Background: an optimization exercise with open tools, aiming at small area and a short achievable clock period. Do not read the settings as production practice.
No run shown here included a check of the RTL's function; only the layout flow was run.
Power and IR drop assume default switching activity.

## flow/design.v (module list and top-level ports; edited modules follow where they fit)
// module top: 1385 lines
module top (
  input         clk,
  input         rst,
  input  [31:0] a,
  input  [31:0] b,
  output [67:0] y
);
  // ...
==> flow/flow/run.sh <==
#!/bin/bash
# Own layout flow: the standard flow, with two changes.
#  1. After the standard synthesis, polarity.py removes inverters around the full adders
#     and orders each full adder's inputs by arrival time (a netlist rewrite that keeps
#     every register and the logic function).
#  2. Input ports get buf_4 buffers (each drives 16 gates) and output ports buf_1
#     buffers, instead of the default delay-buffer cells.
# Each tool's output goes to a log file of its own in this folder.
set -euo pipefail
here=$(pwd)
R=$here/orfs/results/$FLOW_PLATFORM/top/base
bash standard.sh "$R/1_2_yosys.v" > synth.log 2>&1
cp "$R/1_2_yosys.v" "$here/1_2_yosys.std.v"
python3 flow/polarity.py "$here/1_2_yosys.std.v" "$R/1_2_yosys.v" > polarity.log 2>&1
export BUFFER_PORTS_ARGS="-inputs -buffer_cell sky130_fd_sc_hd__buf_4"
export POST_GLOBAL_PLACE_TCL="$here/flow/outbuf.tcl"
bash standard.sh > layout.log 2>&1
==> flow/flow/outbuf.tcl <==
# Buffer the output ports (the input ports were buffered before global placement).
buffer_ports -outputs -buffer_cell sky130_fd_sc_hd__buf_1
==> flow/flow/polarity.py <==
#!/usr/bin/env python3
"""Remove inverters around full adders in a flat sky130hd netlist from Yosys.

A full adder is self-dual: inverting its three inputs inverts both outputs. Yosys's
full-adder extraction often leaves an inverter between two adders. For each full adder
this pass checks whether computing it on inverted inputs (and so giving inverted outputs)
needs fewer inverters, counting AND2<->NAND2 swaps of single-load partial products, and
rewires it when the cell area goes down. The logic function of every register input and
output port is unchanged. Usage: polarity.py IN.v OUT.v"""
import re, sys
from collections import defaultdict

P = 'sky130_fd_sc_hd__'
AREA = {'inv': 3.7536, 'and2': 6.256, 'nand2': 3.7536}
OUTPINS = {'X', 'Y', 'Q', 'Q_N', 'COUT', 'SUM', 'HI', 'LO'}

src = open(sys.argv[1]).read()
m = re.search(r'^module\s+(\w+)\s*\(', src, re.M)
start = m.start()
endm = src.index('endmodule', start)
body = src[start:endm]
pre, post = src[:start], src[endm:]

decl_lines, ports = [], set()
cells = {}          # name -> [type, {pin: net}]
order = []
cell_re = re.compile(r'^\s*(\S+)\s+(\S+)\s*\((.*?)\);', re.S | re.M)
pin_re = re.compile(r'\.(\w+)\s*\(\s*(.*?)\s*\)\s*(?:,|$)', re.S)
header_end = body.index(';') + 1
header = body[:header_end]
rest = body[header_end:]
pos = 0
for st in re.finditer(r'[^;]*;', rest, re.S):
    s = st.group(0).strip()
    if not s:
        continue
    if re.match(r'(input|output|inout)\b', s):
        decl_lines.append(s)
        for nm in re.findall(r'([\\\w][^\s,;]*)\s*(?=[,;]|$)', s.split(']')[-1] if ']' in s else s[len(s.split()[0]):]):
            ports.add(nm.strip())
        continue
    if re.match(r'wire\b', s):
        w = re.match(r'wire\s+(\[[^\]]*\]\s*)?(.*);', s, re.S)
        nm = w.group(2).strip()
        if nm in ports:
            decl_lines.append(s)
        continue
    if s.startswith('assign'):
        raise SystemExit('polarity.py: unexpected assign: ' + s[:80])
    mm = re.match(r'(\S+)\s+(\\\S+\s|\S+)\s*\((.*)\)\s*;', s, re.S)
    if not mm:
        raise SystemExit('polarity.py: cannot parse: ' + s[:120])
    typ, name, pins = mm.group(1), mm.group(2).strip(), mm.group(3)
    pd = {}
    for pm in re.finditer(r'\.(\w+)\s*\(\s*((?:\\\S+\s)|[^()]*?)\s*\)', pins):
        pd[pm.group(1)] = pm.group(2).strip()
    cells[name] = [typ, pd]
    order.append(name)

def base(t):
    return t[len(P):].rsplit('_', 1)[0] if t.startswith(P) else t

def is_port_net(n):
    return n.split('[')[0] in ports or n in ports

drv, loads = {}, defaultdict(set)
def rebuild():
    drv.clear(); loads.clear()
    for c, (t, pd) in cells.items():
        for p, n in pd.items():
            if p in OUTPINS:
                drv[n] = (c, p)
            else:
                loads[n].add((c, p))
rebuild()

cnt = [0]
def newnet():
    cnt[0] += 1
    return f'_pol{cnt[0]}_'
def newcell():
    cnt[0] += 1
    return f'_polc{cnt[0]}_'

def connect(c, p, n):
    old = cells[c][1][p]
    if p in OUTPINS:
        if drv.get(old) == (c, p):
            del drv[old]
        drv[n] = (c, p)
    else:
        loads[old].discard((c, p))
        loads[n].add((c, p))
    cells[c][1][p] = n

def add_inv(a, y):
    c = newcell()
    cells[c] = [P + 'inv_1', {'A': a, 'Y': y}]
    order.append(c)
    drv[y] = (c, 'Y'); loads[a].add((c, 'A'))
    return c

def del_cell(c):
    t, pd = cells.pop(c)
    for p, n in pd.items():
        if p in OUTPINS:
            if drv.get(n) == (c, p):
                del drv[n]
        else:
            loads[n].discard((c, p))

def inv_loads(n):
    return [c for (c, p) in loads[n] if base(cells[c][0]) in ('inv', 'clkinv')]

def plan_input(n, fa):
    """cost and action to get ~n at one input of fa"""
    d = drv.get(n)
    if d and base(cells[d[0]][0]) in ('inv', 'clkinv'):
        m = cells[d[0]][1]['A']
        others = [l for l in loads[n] if l[0] != fa]
        cost = -AREA['inv'] if not others and not is_port_net(n) else 0.0
        return cost, ('use', m, d[0] if cost else None)
    il = inv_loads(n)
    if il:
        return 0.0, ('use', cells[il[0]][1]['Y'], None)
    if d and not is_port_net(n) and len(loads[n]) == 1:
        b = base(cells[d[0]][0])
        if b == 'and2':
            return AREA['nand2'] - AREA['and2'], ('swap', d[0], 'nand2')
        if b == 'nand2':
            return AREA['and2'] - AREA['nand2'], ('swap', d[0], 'and2')
    return AREA['inv'], ('newinv', n)

def plan_output(o):
    il = [c for c in inv_loads(o) if not is_port_net(cells[c][1]['Y'])]
    pil = [c for c in inv_loads(o) if is_port_net(cells[c][1]['Y'])]
    if len(pil) > 1:
        return None
    invs = pil + il
    rest = [l for l in loads[o] if l[0] not in invs]
    cost = -AREA['inv'] * len(invs)
    if rest or is_port_net(o) or not invs:
        cost += AREA['inv']
    return cost

def flip(fa):
    t, pd = cells[fa]
    for p in ('A', 'B', 'CIN'):
        n = pd[p]
        cost, act = plan_input(n, fa)
        if act[0] == 'use':
            connect(fa, p, act[1])
            if act[2] and not loads[n]:
                del_cell(act[2])
        elif act[0] == 'swap':
            dc = act[1]
            dt, dpd = cells[dc]
            op = 'X' if 'X' in dpd else 'Y'
            out = dpd.pop(op)
            del drv[out]
            np_ = 'Y' if act[2] == 'nand2' else 'X'
            dpd[np_] = out
            drv[out] = (dc, np_)
            cells[dc][0] = P + act[2] + '_1'
        else:
            m = newnet()
            add_inv(n, m)
            connect(fa, p, m)
    for p in ('SUM', 'COUT'):
        o = pd[p]
        il = inv_loads(o)
        pil = [c for c in il if is_port_net(cells[c][1]['Y'])]
        il = pil + [c for c in il if c not in pil]
        if il:
            target = cells[il[0]][1]['Y']
            del_cell(il[0])
            for c in il[1:]:
                q = cells[c][1]['Y']
                del_cell(c)
                for (lc, lp) in list(loads[q]):
                    connect(lc, lp, target)
            connect(fa, p, target)
            if loads[o] or is_port_net(o):
                add_inv(target, o)
        else:
            m = newnet()
            connect(fa, p, m)
            add_inv(m, o)

def area():
    a = 0
    for t, _ in cells.values():
        b = base(t)
        if b in AREA:
            a += AREA[b]
    return a

a0 = area()
for it in range(30):
    changed = 0
    for fa in list(order):
        if fa not in cells or base(cells[fa][0]) != 'fa':
            continue
        pd = cells[fa][1]
        cost = 0.0
        ok = True
        seen = set()
        for p in ('A', 'B', 'CIN'):
            n = pd[p]
            c, act = plan_input(n, fa)
            if n in seen:
                ok = False
            seen.add(n)
            cost += c
        for p in ('SUM', 'COUT'):
            c = plan_output(pd[p])
            if c is None:
                ok = False
                break
            cost += c
        if ok and cost < -0.5:
            flip(fa)
            changed += 1
    if not changed:
        break
order = [c for c in order if c in cells]

# Timing-driven input order of the full adders: the latest input goes to CIN, the fastest
# pin, and the earliest to A, the slowest. Arrival times come from a rough delay model.
FA_D = {'A': (0.60, 0.48), 'B': (0.57, 0.46), 'CIN': (0.55, 0.43)}   # (SUM, COUT)
def cell_delay(t):
    b = base(t)
    return {'inv': 0.10, 'clkinv': 0.10, 'nand2': 0.13, 'nor2': 0.15, 'ha': 0.35,
            'buf': 0.15, 'clkbuf': 0.15}.get(b, 0.20)
rebuild()
arr = {}
SEQ = ('df', 'sdf', 'edf')
def arrival(n, stack=0):
    if n in arr:
        return arr[n]
    d = drv.get(n)
    if d is None:
        arr[n] = 0.4
        return 0.4
    c, p = d
    t, pd = cells[c]
    b = base(t)
    if b.startswith(SEQ) or b in ('conb',):
        arr[n] = 0.4
        return 0.4
    ins = [pd[q] for q in pd if q not in OUTPINS]
    if b == 'fa':
        ats = {q: arrival(pd[q], stack + 1) for q in ('A', 'B', 'CIN')}
        res = {}
        for q in ('A', 'B', 'CIN'):
            res[q] = ats[q]
        su = max(res[q] + FA_D[q][0] for q in res)
        co = max(res[q] + FA_D[q][1] for q in res)
        arr[pd['SUM']] = su
        arr[pd['COUT']] = co
        return arr[n]
    a = max([arrival(x, stack + 1) for x in ins] or [0.0]) + cell_delay(t)
    for q in pd:
        if q in OUTPINS:
            arr[pd[q]] = a
    return a
import sys as _s
_s.setrecursionlimit(100000)
swaps = 0
def fa_topo():
    seen, out = set(), []
    def visit(c):
        if c in seen:
            return
        seen.add(c)
        t, pd = cells[c]
        if not base(t).startswith(SEQ):
            for q, n in pd.items():
                if q not in OUTPINS and n in drv:
                    visit(drv[n][0])
        out.append(c)
    for c in list(cells):
        visit(c)
    return out
for c in fa_topo():
    t, pd = cells[c]
    if base(t) == 'fa':
        nets = [pd['A'], pd['B'], pd['CIN']]
        ats = sorted(nets, key=lambda n: arrival(n))
        if ats != nets:
            for q in ('A', 'B', 'CIN'):
                loads[pd[q]].discard((c, q))
            pd['A'], pd['B'], pd['CIN'] = ats
            for q in ('A', 'B', 'CIN'):
                loads[pd[q]].add((c, q))
            swaps += 1
    # recompute this cell's outputs
    for q in pd:
        if q in OUTPINS:
            arr.pop(pd[q], None)
    for q in pd:
        if q in OUTPINS:
            arrival(pd[q])
sys.stderr.write(f'polarity.py: reordered the inputs of {swaps} full adders\n')
a1 = area()
sys.stderr.write(f'polarity.py: {it+1} passes, inv/and2/nand2 area {a0:.1f} -> {a1:.1f}\n')

nets = set()
for c in order:
    for n in cells[c][1].values():
        if not n.startswith("1'") and not is_port_net(n):
            nets.add(n)
out = [pre, header, '\n']
for d in decl_lines:
    out.append('  ' + d + '\n')
for n in sorted(nets):
    out.append(f'  wire {n}{" " if n.startswith(chr(92)) else ""};\n')
for c in order:
    t, pd = cells[c]
    pins = ',\n'.join(f'    .{p}({n}{" " if n.startswith(chr(92)) else ""})' for p, n in pd.items())
    out.append(f'  {t} {c}{" " if c.startswith(chr(92)) else ""} (\n{pins}\n  );\n')
out.append(post)
open(sys.argv[2], 'w').write(''.join(out))
==> flow/standard.sh <==
#!/bin/bash
# synth_recipe.tcl (not shown) runs the flow's synth.tcl, then flattens the netlist and writes it again
# the make line also repeats each setting of config.mk as NAME=value (left out here)
make -C /OpenROAD-flow-scripts/flow DESIGN_CONFIG=/design/flow/config.mk WORK_HOME=/design/flow/orfs CLKGATE_MAP_FILE= SYNTH_SCRIPT=/design/flow/synth_recipe.tcl "${@:-finish}"
==> flow/config.mk <==
export PLATFORM = sky130hd
export DESIGN_NAME = top
export DESIGN_NICKNAME = top
export VERILOG_FILES = /design/flow/design.v
export SDC_FILE = /design/flow/constraint.sdc
export NUM_CORES = 4
export LEC_CHECK = 0
export CAP_MARGIN = 20
export CORE_MARGIN = 2
export CORE_UTILIZATION = 40
export SLEW_MARGIN = 70
==> flow/constraint.sdc <==
create_clock -name core_clock -period 12.0 [get_ports {clk}]
set_input_delay 2.4000 -clock core_clock [delete_from_list [all_inputs] [get_ports {clk}]]
set_output_delay 2.4000 -clock core_clock [all_outputs]
set_load 0.01 [all_outputs]
==> notes.md, run 1 <==
Syn Inst Count=between 1,500 and 2,000; GR Util met2=0.351; outcome=timing/DRC/antenna clean; combinational share of power=0.733; Non-clk invs=around 100; initial core utilization=0.404; critical path's top delay family=adder cells; count of multi-input gates=approximately 1,200; Placement Cell Area=about 17,000 sq um; Clk. pwr=between 300 and 400 uW; fillers=about 3,800; maximum clock frequency=between 0.15 and 0.2 GHz; Critical-path top delay cell=or4_1; Slew Limit Fails=0; largest net degree at the start of global routing=between 50 and 60; hpwl dp=roughly 32,000 um; IR drop worst, VDD=slightly below 100 uV; met2 wire length=slightly above 20,000 um; static leakage=between 7 and 8 nW; Crit path arrival time=approximately 3.0 ns; first-pass iteration count of the detailed router=5; met3 GRT Util=0.0411; via count=between 10,000 and 15,000; Comb power=between 2 and 3 mW; Routed WL per cell=19.2 um; Worst Hold Class=primary input to async pin; htree depth=3; Switching Share=0.494; sequential power=621 uW; final hold vios=0; Worst Max-Slew Pin Slew=0.431 ns; worst setup path end=y[14]; cts hold-fix bufs=0; port bufs=between 100 and 150; Clock-cell share=0.0189
==> run 2, diff against run 1 <==
--- a/flow/design.v
+++ b/flow/design.v
@@ -347,26 +347,26 @@
   wire c11_s329, c11_c330;
   assign {c11_c330, c11_s329} = c11_s325 + c11_c318 + c11_s327;
   wire c11_s331, c11_c332;
   assign {c11_c332, c11_s331} = c11_c320 + c11_s329 + c11_c322;
   wire c11_s333, c11_c334;
   assign {c11_c334, c11_s333} = c11_pp64 + c11_pp128 + c11_c326;
   wire c11_s335, c11_c336;
   assign {c11_c336, c11_s335} = c11_c328 + c11_s333 + c11_c330;
-  wire [5:0] c11_lo337 = {c11_s159, c11_s145, c11_s135, c11_pp73, c11_pp1} + {1'b0, 1'b0, 1'b0, c11_s129, c11_pp65};
-  wire [27:0] c11_d = {c11_s199, c11_s251, c11_c312, c11_c324, c11_c332, c11_c336, c11_s177, c11_c178, c11_s311, c11_s323, c11_s331, c11_s335, c11_c334, c11_lo337[5], c11_lo337[4], c11_lo337[3], c11_lo337[2], c11_lo337[1], c11_lo337[0], c11_c274, c11_s293, c11_c272, c11_c252, c11_s273, c11_c250, c11_s223, c11_c200, c11_c198};
+  wire [4:0] c11_lo337 = {c11_s145, c11_s135, c11_pp73, c11_pp1} + {1'b0, 1'b0, c11_s129, c11_pp65};
+  wire [27:0] c11_d = {c11_s199, c11_s251, c11_c312, c11_c324, c11_c332, c11_c336, c11_s159, c11_s177, c11_c178, c11_s311, c11_s323, c11_s331, c11_s335, c11_c334, c11_lo337[4], c11_lo337[3], c11_lo337[2], c11_lo337[1], c11_lo337[0], c11_c274, c11_s293, c11_c272, c11_c252, c11_s273, c11_c250, c11_s223, c11_c200, c11_c198};
   wire c11_s225, c11_c226;
   assign {c11_c226, c11_s225} = c11_r[0] + c11_r[1] + c11_r[2];
   wire c11_s275, c11_c276;
   assign {c11_c276, c11_s275} = c11_r[3] + c11_r[4] + c11_r[5];
   wire c11_s295, c11_c296;
   assign {c11_c296, c11_s295} = c11_r[6] + c11_r[7] + c11_r[8];
-  wire [13:0] c11_hs338 = {1'b0, {1'b0, c11_r[15], c11_r[16], c11_r[17], c11_r[18], c11_r[19], c11_s295, c11_s275, c11_c226, c11_s225, c11_r[20], c11_r[21]}, c11_r[14]} + {1'b0, {1'b0, c11_r[22], c11_r[23], c11_r[24], c11_r[25], c11_c296, c11_c276, 1'b0, c11_r[26], 1'b0, c11_r[27], 1'b0}, c11_r[14]};
-  assign y[16:0] = {c11_hs338[12:1], {c11_r[13], c11_r[12], c11_r[11], c11_r[10], c11_r[9]}};
+  wire [14:0] c11_hs338 = {1'b0, {1'b0, c11_r[14], c11_r[15], c11_r[16], c11_r[17], c11_r[18], c11_s295, c11_s275, c11_c226, c11_s225, c11_r[19], c11_r[20], c11_r[21]}, c11_r[13]} + {1'b0, {1'b0, c11_r[22], c11_r[23], c11_r[24], c11_r[25], c11_c296, c11_c276, 1'b0, c11_r[26], 1'b0, c11_r[27], 1'b0, 1'b0}, c11_r[13]};
+  assign y[16:0] = {c11_hs338[13:1], {c11_r[12], c11_r[11], c11_r[10], c11_r[9]}};
   wire c12_pp1 = a[0] & b[8];
   wire c12_pp2 = a[0] & b[9];
   wire c12_pp3 = a[0] & b[10];
   wire c12_pp4 = a[0] & b[11];
   wire c12_pp5 = a[0] & b[12];
   wire c12_pp6 = a[0] & b[13];
   wire c12_pp7 = a[0] & b[14];
   wire c12_pp8 = a[0] & b[15];
@@ -687,26 +687,26 @@
   wire c12_s329, c12_c330;
   assign {c12_c330, c12_s329} = c12_s325 + c12_c318 + c12_s327;
   wire c12_s331, c12_c332;
   assign {c12_c332, c12_s331} = c12_c320 + c12_s329 + c12_c322;
   wire c12_s333, c12_c334;
   assign {c12_c334, c12_s333} = c12_pp64 + c12_pp128 + c12_c326;
   wire c12_s335, c12_c336;
   assign {c12_c336, c12_s335} = c12_c328 + c12_s333 + c12_c330;
-  wire [5:0] c12_lo337 = {c12_s159, c12_s145, c12_s135, c12_pp73, c12_pp1} + {1'b0, 1'b0, 1'b0, c12_s129, c12_pp65};
-  wire [27:0] c12_d = {c12_s199, c12_s251, c12_c312, c12_c324, c12_c332, c12_c336, c12_s177, c12_c178, c12_s311, c12_s323, c12_s331, c12_s335, c12_c334, c12_lo337[5], c12_lo337[4], c12_lo337[3], c12_lo337[2], c12_lo337[1], c12_lo337[0], c12_c274, c12_s293, c12_c272, c12_c252, c12_s273, c12_c250, c12_s223, c12_c200, c12_c198};
+  wire [4:0] c12_lo337 = {c12_s145, c12_s135, c12_pp73, c12_pp1} + {1'b0, 1'b0, c12_s129, c12_pp65};
+  wire [27:0] c12_d = {c12_s199, c12_s251, c12_c312, c12_c324, c12_c332, c12_c336, c12_s159, c12_s177, c12_c178, c12_s311, c12_s323, c12_s331, c12_s335, c12_c334, c12_lo337[4], c12_lo337[3], c12_lo337[2], c12_lo337[1], c12_lo337[0], c12_c274, c12_s293, c12_c272, c12_c252, c12_s273, c12_c250, c12_s223, c12_c200, c12_c198};
   wire c12_s225, c12_c226;
   assign {c12_c226, c12_s225} = c12_r[0] + c12_r[1] + c12_r[2];
   wire c12_s275, c12_c276;
   assign {c12_c276, c12_s275} = c12_r[3] + c12_r[4] + c12_r[5];
   wire c12_s295, c12_c296;
   assign {c12_c296, c12_s295} = c12_r[6] + c12_r[7] + c12_r[8];
-  wire [13:0] c12_hs338 = {1'b0, {1'b0, c12_r[15], c12_r[16], c12_r[17], c12_r[18], c12_r[19], c12_s295, c12_s275, c12_c226, c12_s225, c12_r[20], c12_r[21]}, c12_r[14]} + {1'b0, {1'b0, c12_r[22], c12_r[23], c12_r[24], c12_r[25], c12_c296, c12_c276, 1'b0, c12_r[26], 1'b0, c12_r[27], 1'b0}, c12_r[14]};
-  assign y[33:17] = {c12_hs338[12:1], {c12_r[13], c12_r[12], c12_r[11], c12_r[10], c12_r[9]}};
+  wire [14:0] c12_hs338 = {1'b0, {1'b0, c12_r[14], c12_r[15], c12_r[16], c12_r[17], c12_r[18], c12_s295, c12_s275, c12_c226, c12_s225, c12_r[19], c12_r[20], c12_r[21]}, c12_r[13]} + {1'b0, {1'b0, c12_r[22], c12_r[23], c12_r[24], c12_r[25], c12_c296, c12_c276, 1'b0, c12_r[26], 1'b0, c12_r[27], 1'b0, 1'b0}, c12_r[13]};
+  assign y[33:17] = {c12_hs338[13:1], {c12_r[12], c12_r[11], c12_r[10], c12_r[9]}};
   wire c21_pp1 = a[16] & b[0];
   wire c21_pp2 = a[16] & b[1];
   wire c21_pp3 = a[16] & b[2];
   wire c21_pp4 = a[16] & b[3];
   wire c21_pp5 = a[16] & b[4];
   wire c21_pp6 = a[16] & b[5];
   wire c21_pp7 = a[16] & b[6];
   wire c21_pp8 = a[16] & b[7];
@@ -1027,26 +1027,26 @@
   wire c21_s329, c21_c330;
   assign {c21_c330, c21_s329} = c21_s325 + c21_c318 + c21_s327;
   wire c21_s331, c21_c332;
   assign {c21_c332, c21_s331} = c21_c320 + c21_s329 + c21_c322;
   wire c21_s333, c21_c334;
   assign {c21_c334, c21_s333} = c21_pp64 + c21_pp128 + c21_c326;
   wire c21_s335, c21_c336;
   assign {c21_c336, c21_s335} = c21_c328 + c21_s333 + c21_c330;
-  wire [5:0] c21_lo337 = {c21_s159, c21_s145, c21_s135, c21_pp73, c21_pp1} + {1'b0, 1'b0, 1'b0, c21_s129, c21_pp65};
-  wire [27:0] c21_d = {c21_s199, c21_s251, c21_c312, c21_c324, c21_c332, c21_c336, c21_s177, c21_c178, c21_s311, c21_s323, c21_s331, c21_s335, c21_c334, c21_lo337[5], c21_lo337[4], c21_lo337[3], c21_lo337[2], c21_lo337[1], c21_lo337[0], c21_c274, c21_s293, c21_c272, c21_c252, c21_s273, c21_c250, c21_s223, c21_c200, c21_c198};
+  wire [4:0] c21_lo337 = {c21_s145, c21_s135, c21_pp73, c21_pp1} + {1'b0, 1'b0, c21_s129, c21_pp65};
+  wire [27:0] c21_d = {c21_s199, c21_s251, c21_c312, c21_c324, c21_c332, c21_c336, c21_s159, c21_s177, c21_c178, c21_s311, c21_s323, c21_s331, c21_s335, c21_c334, c21_lo337[4], c21_lo337[3], c21_lo337[2], c21_lo337[1], c21_lo337[0], c21_c274, c21_s293, c21_c272, c21_c252, c21_s273, c21_c250, c21_s223, c21_c200, c21_c198};
   wire c21_s225, c21_c226;
   assign {c21_c226, c21_s225} = c21_r[0] + c21_r[1] + c21_r[2];
   wire c21_s275, c21_c276;
   assign {c21_c276, c21_s275} = c21_r[3] + c21_r[4] + c21_r[5];
   wire c21_s295, c21_c296;
   assign {c21_c296, c21_s295} = c21_r[6] + c21_r[7] + c21_r[8];
-  wire [13:0] c21_hs338 = {1'b0, {1'b0, c21_r[15], c21_r[16], c21_r[17], c21_r[18], c21_r[19], c21_s295, c21_s275, c21_c226, c21_s225, c21_r[20], c21_r[21]}, c21_r[14]} + {1'b0, {1'b0, c21_r[22], c21_r[23], c21_r[24], c21_r[25], c21_c296, c21_c276, 1'b0, c21_r[26], 1'b0, c21_r[27], 1'b0}, c21_r[14]};
-  assign y[50:34] = {c21_hs338[12:1], {c21_r[13], c21_r[12], c21_r[11], c21_r[10], c21_r[9]}};
+  wire [14:0] c21_hs338 = {1'b0, {1'b0, c21_r[14], c21_r[15], c21_r[16], c21_r[17], c21_r[18], c21_s295, c21_s275, c21_c226, c21_s225, c21_r[19], c21_r[20], c21_r[21]}, c21_r[13]} + {1'b0, {1'b0, c21_r[22], c21_r[23], c21_r[24], c21_r[25], c21_c296, c21_c276, 1'b0, c21_r[26], 1'b0, c21_r[27], 1'b0, 1'b0}, c21_r[13]};
+  assign y[50:34] = {c21_hs338[13:1], {c21_r[12], c21_r[11], c21_r[10], c21_r[9]}};
   wire c22_pp1 = a[16] & b[8];
   wire c22_pp2 = a[16] & b[9];
   wire c22_pp3 = a[16] & b[10];
   wire c22_pp4 = a[16] & b[11];
   wire c22_pp5 = a[16] & b[12];
   wire c22_pp6 = a[16] & b[13];
   wire c22_pp7 = a[16] & b[14];
   wire c22_pp8 = a[16] & b[15];
@@ -1367,19 +1367,19 @@
   wire c22_s329, c22_c330;
   assign {c22_c330, c22_s329} = c22_s325 + c22_c318 + c22_s327;
   wire c22_s331, c22_c332;
   assign {c22_c332, c22_s331} = c22_c320 + c22_s329 + c22_c322;
   wire c22_s333, c22_c334;
   assign {c22_c334, c22_s333} = c22_pp64 + c22_pp128 + c22_c326;
   wire c22_s335, c22_c336;
   assign {c22_c336, c22_s335} = c22_c328 + c22_s333 + c22_c330;
-  wire [5:0] c22_lo337 = {c22_s159, c22_s145, c22_s135, c22_pp73, c22_pp1} + {1'b0, 1'b0, 1'b0, c22_s129, c22_pp65};
-  wire [27:0] c22_d = {c22_s199, c22_s251, c22_c312, c22_c324, c22_c332, c22_c336, c22_s177, c22_c178, c22_s311, c22_s323, c22_s331, c22_s335, c22_c334, c22_lo337[5], c22_lo337[4], c22_lo337[3], c22_lo337[2], c22_lo337[1], c22_lo337[0], c22_c274, c22_s293, c22_c272, c22_c252, c22_s273, c22_c250, c22_s223, c22_c200, c22_c198};
+  wire [4:0] c22_lo337 = {c22_s145, c22_s135, c22_pp73, c22_pp1} + {1'b0, 1'b0, c22_s129, c22_pp65};
+  wire [27:0] c22_d = {c22_s199, c22_s251, c22_c312, c22_c324, c22_c332, c22_c336, c22_s159, c22_s177, c22_c178, c22_s311, c22_s323, c22_s331, c22_s335, c22_c334, c22_lo337[4], c22_lo337[3], c22_lo337[2], c22_lo337[1], c22_lo337[0], c22_c274, c22_s293, c22_c272, c22_c252, c22_s273, c22_c250, c22_s223, c22_c200, c22_c198};
   wire c22_s225, c22_c226;
   assign {c22_c226, c22_s225} = c22_r[0] + c22_r[1] + c22_r[2];
   wire c22_s275, c22_c276;
   assign {c22_c276, c22_s275} = c22_r[3] + c22_r[4] + c22_r[5];
   wire c22_s295, c22_c296;
   assign {c22_c296, c22_s295} = c22_r[6] + c22_r[7] + c22_r[8];
-  wire [13:0] c22_hs338 = {1'b0, {1'b0, c22_r[15], c22_r[16], c22_r[17], c22_r[18], c22_r[19], c22_s295, c22_s275, c22_c226, c22_s225, c22_r[20], c22_r[21]}, c22_r[14]} + {1'b0, {1'b0, c22_r[22], c22_r[23], c22_r[24], c22_r[25], c22_c296, c22_c276, 1'b0, c22_r[26], 1'b0, c22_r[27], 1'b0}, c22_r[14]};
-  assign y[67:51] = {c22_hs338[12:1], {c22_r[13], c22_r[12], c22_r[11], c22_r[10], c22_r[9]}};
+  wire [14:0] c22_hs338 = {1'b0, {1'b0, c22_r[14], c22_r[15], c22_r[16], c22_r[17], c22_r[18], c22_s295, c22_s275, c22_c226, c22_s225, c22_r[19], c22_r[20], c22_r[21]}, c22_r[13]} + {1'b0, {1'b0, c22_r[22], c22_r[23], c22_r[24], c22_r[25], c22_c296, c22_c276, 1'b0, c22_r[26], 1'b0, c22_r[27], 1'b0, 1'b0}, c22_r[13]};
+  assign y[67:51] = {c22_hs338[13:1], {c22_r[12], c22_r[11], c22_r[10], c22_r[9]}};
 endmodule
==> notes.md, run 2 <==
outcome=timing/DRC/antenna clean (unchanged); minimum clock period=5.31 ns (was 5.43 ns); synthesized area=16,000 sq um (about the same); critical path buffer and inverter count=2 (unchanged); post-CTS setup buffers=0 (unchanged); Clock Pin Slew Worst Setup and Hold Paths=0.07 ns (was 0.09 ns); CP Cell Sequence=buf_4, nand2_1, fa_1, fa_1, fa_1, fa_1, fa_1, fa_1, inv_1 (was fa_1, ha_1, a21oi_1, o31ai_4, clkbuf_4, or4_1, nand4_1, buf_1); IR drop worst, VDD=95.3 uV (was 98.5 uV); gr usage total=0.192 (was 0.209); maximum clock frequency=0.188 GHz (was 0.184 GHz); IO Count=134 (unchanged); core area=39,600 sq um (was 39,500 sq um); static leakage=6.94 nW (was 7.02 nW); synth warn=1 (unchanged); Req. time, crit path=12.27 ns (was 9.60 ns); Syn Inst Count=1,485 (was 1,530); Final Cell Area=17,400 sq um (was 17,500 sq um); Reg area=2800 sq um (unchanged); Worst path max stage delay=0.53 ns (was 0.43 ns); critical path's top delay family=adder cells (unchanged); most common cell after layout, fill and taps aside=nand2_1 (unchanged); critical path launch point type=primary input (was flip-flop); largest net degree at the start of global routing=52 (was 51); die area=41,600 sq um (about the same); cts hold-fix bufs=0 (unchanged); routed wl met3=2420 um (was 2910 um); DRT Wirelength=36,900 um (was 40,700 um); Worst Hold Class=primary input to async pin (unchanged); chip height=204 um (about the same); TritonCTS clock tree=yes (unchanged); CP most frequent cell=fa_1; fraction of layout cells with a size suffix above 1=0.0704 (was 0.0653); syn nets=2,015 (was 2,060); post-route clock period utilization=0.442 (was 0.453); RSZ-0062 raised after global routing=false (unchanged); total grt overflow=0 (unchanged); Final setup viols=0 (unchanged); met2 wire length=19,300 um (was 20,500 um); max cap viols=0 (unchanged); die span in x=204 um (about the same); CP Capture Type=flip-flop (was output pin); worst setup margin=6.69 ns (was 6.57 ns); Residual DRC=0 (unchanged); Crit path arrival time=5.58 ns (was 3.03 ns); hpwl dp=30,100 um (was 31,600 um); via count=10,900 (was 11,300); first-pass iteration count of the detailed router=5 (unchanged); DRT iter0 DRCs=671 (was 853); Detail Route Antenna Nets=0 (unchanged); pre-CTS setup slack=6.30 ns (about the same); global-route wire length before repair=61,900 um (was 66,900 um); Placement Cell Area=17,100 sq um (about the same); commonest cells after routing, fill and taps aside=507 x nand2_1, 412 x fa_1, 112 x dfrtp_1 (was 529 x nand2_1, 412 x fa_1, 112 x dfrtp_1); final hold vios=0 (unchanged); Setup TNS Final=0 ns (unchanged); initial antenna violation count=1 (unchanged); port bufs=133 (unchanged); fillers=3,775 (was 3,779); P&R area growth vs syn=8.81% (was 9.26%); Clock Sinks=112 (unchanged); Slew Limit Fails=0 (unchanged); Setup CP Type=primary input to flip-flop (was flip-flop to output pin); initial core utilization=0.404 (about the same); Metal-1 WL=14,600 um (was 16,300 um); Bufs on Longest Clock Path=2 (unchanged); Routed WL per cell=17.8 um (was 19.2 um); htree depth=3 (unchanged); syn_area_per_cell=10.8 sq um (was 10.5 sq um); Layout Nets=2,075 (was 2,117); PostCTS Resize Cnt=0 (unchanged); highest routed layer=met4 (unchanged); Critical-path top delay cell=fa_1 (was or4_1); Worst Max-Slew Pin Slew=0.413 ns (was 0.431 ns); Vias/cell=5.24 (was 5.35); num rows=73 (unchanged); relative slew slack=0.724 (was 0.711); CTS Root Cell=clkbuf_16 (unchanged); Max Fanout on Critical Path=16 (was 4); TritonCTS buffer count=9 (unchanged); footprint of the multi-input gates=12,500 sq um (about the same); vias in the first global route=12,100 (was 12,700); Power Density=203 nW/um^2 (was 208 nW/um^2)
==> run 2: cell types whose count changed in the layout (fill, tap and decap cells not counted), sizes merged, moves of 4 or more <==
cell | before | now
o31ai | 4 | 0
a21oi | 28 | 17
nand2 | 530 | 507
o21bai | 0 | 5
and4 | 1 | 5
a211oi | 11 | 18
nor2 | 35 | 18
a31oi | 9 | 5
a211o | 1 | 6
==> run 2: final timing paths <==
check                      startpoint        end  slack (ns)  depth (start not counted)
min in group core_clock          a[0]   c12_r[9]        2.52                          3
min                               rst  c11_r[21]        1.97                          2
max                             b[12]  c12_r[18]        6.69                          9
max in group asynchronous         rst   c22_r[4]        9.29                          4
==> run 2: where the power goes <==
| group | switching (mW) | total [mW] | internal [mW] |
|---|---|---|---|
| sequential | 0.0742 | 0.631 | 0.557 |
| combinational | 1.50 | 2.58 | 1.08 |
| clock | 0.145 | 0.318 | 0.173 |
==> run 2: final cells by class <==
cell class                 count  share of cell area
multi-input combinational   1181               0.715
sequential                   112               0.161
timing repair buffer         135              0.0447
tap                          525              0.0377
inverter                     106              0.0236
clock buffer                  11              0.0145
clock inverter                 4             0.00309
antenna                        1            0.000144
==> run 2: routing by layer <==
layer	global-route usage	vias up
met2	0.335	364
met5	0	-
met3	0.0289	38
met4	0.0422	0
met1	0.256	5796
li1	-	4674
==> run 2: metrics by stage <==
stage | instances | utilization | power, mW | hold slack, ns
floorplan | 1485 | - | 2.57 | 2.64
global placement | 1990 | 0.423 | 3.07 | 2.51
detailed placement | 2059 | 0.430 | 3.28 | 2.42
CTS | 2074 | 0.438 | 3.61 | 2.01
global route | 2074 | 0.439 | 3.99 | 1.98
finish | 2075 | 0.439 | 3.53 | 1.97

==> re-timing with driven ports <==
In the flow no input, the clock included, has a driving cell. The finished layouts below were timed again as built, in two steps.
Step 1 sets driving cells, clkbuf_16 on the clock port and buf_2 on the other inputs (assumed; they add their load-dependent delay and slew).
Step 2 also shifts input and output timing later by t, the mid clock arrival at the registers, as if the neighbouring blocks saw the same clock.
Slacks: ideal ports / drivers / drivers and shift; pairs: ideal ports / drivers.
| run | t (ns) | slack for setup (ns) | slew at the worst register clock pin (ns) | worst slew at a driven data input, ns | pins driven straight from the clock port |
|---|---|---|---|---|---|
| run 1 | 0.430 | 6.568 / 6.517 / 6.269 | 0.09 / 0.09 | 0.09 | 1 |
| run 2 | 0.422 | 6.691 / 6.712 / 6.289 | 0.07 / 0.07 | 0.06 | 1 |
After both steps setup and hold are still met in every run listed. For run 2, which loses most, drivers alone change the setup slack by +0.021 ns; drivers and shift together by -0.402 ns.
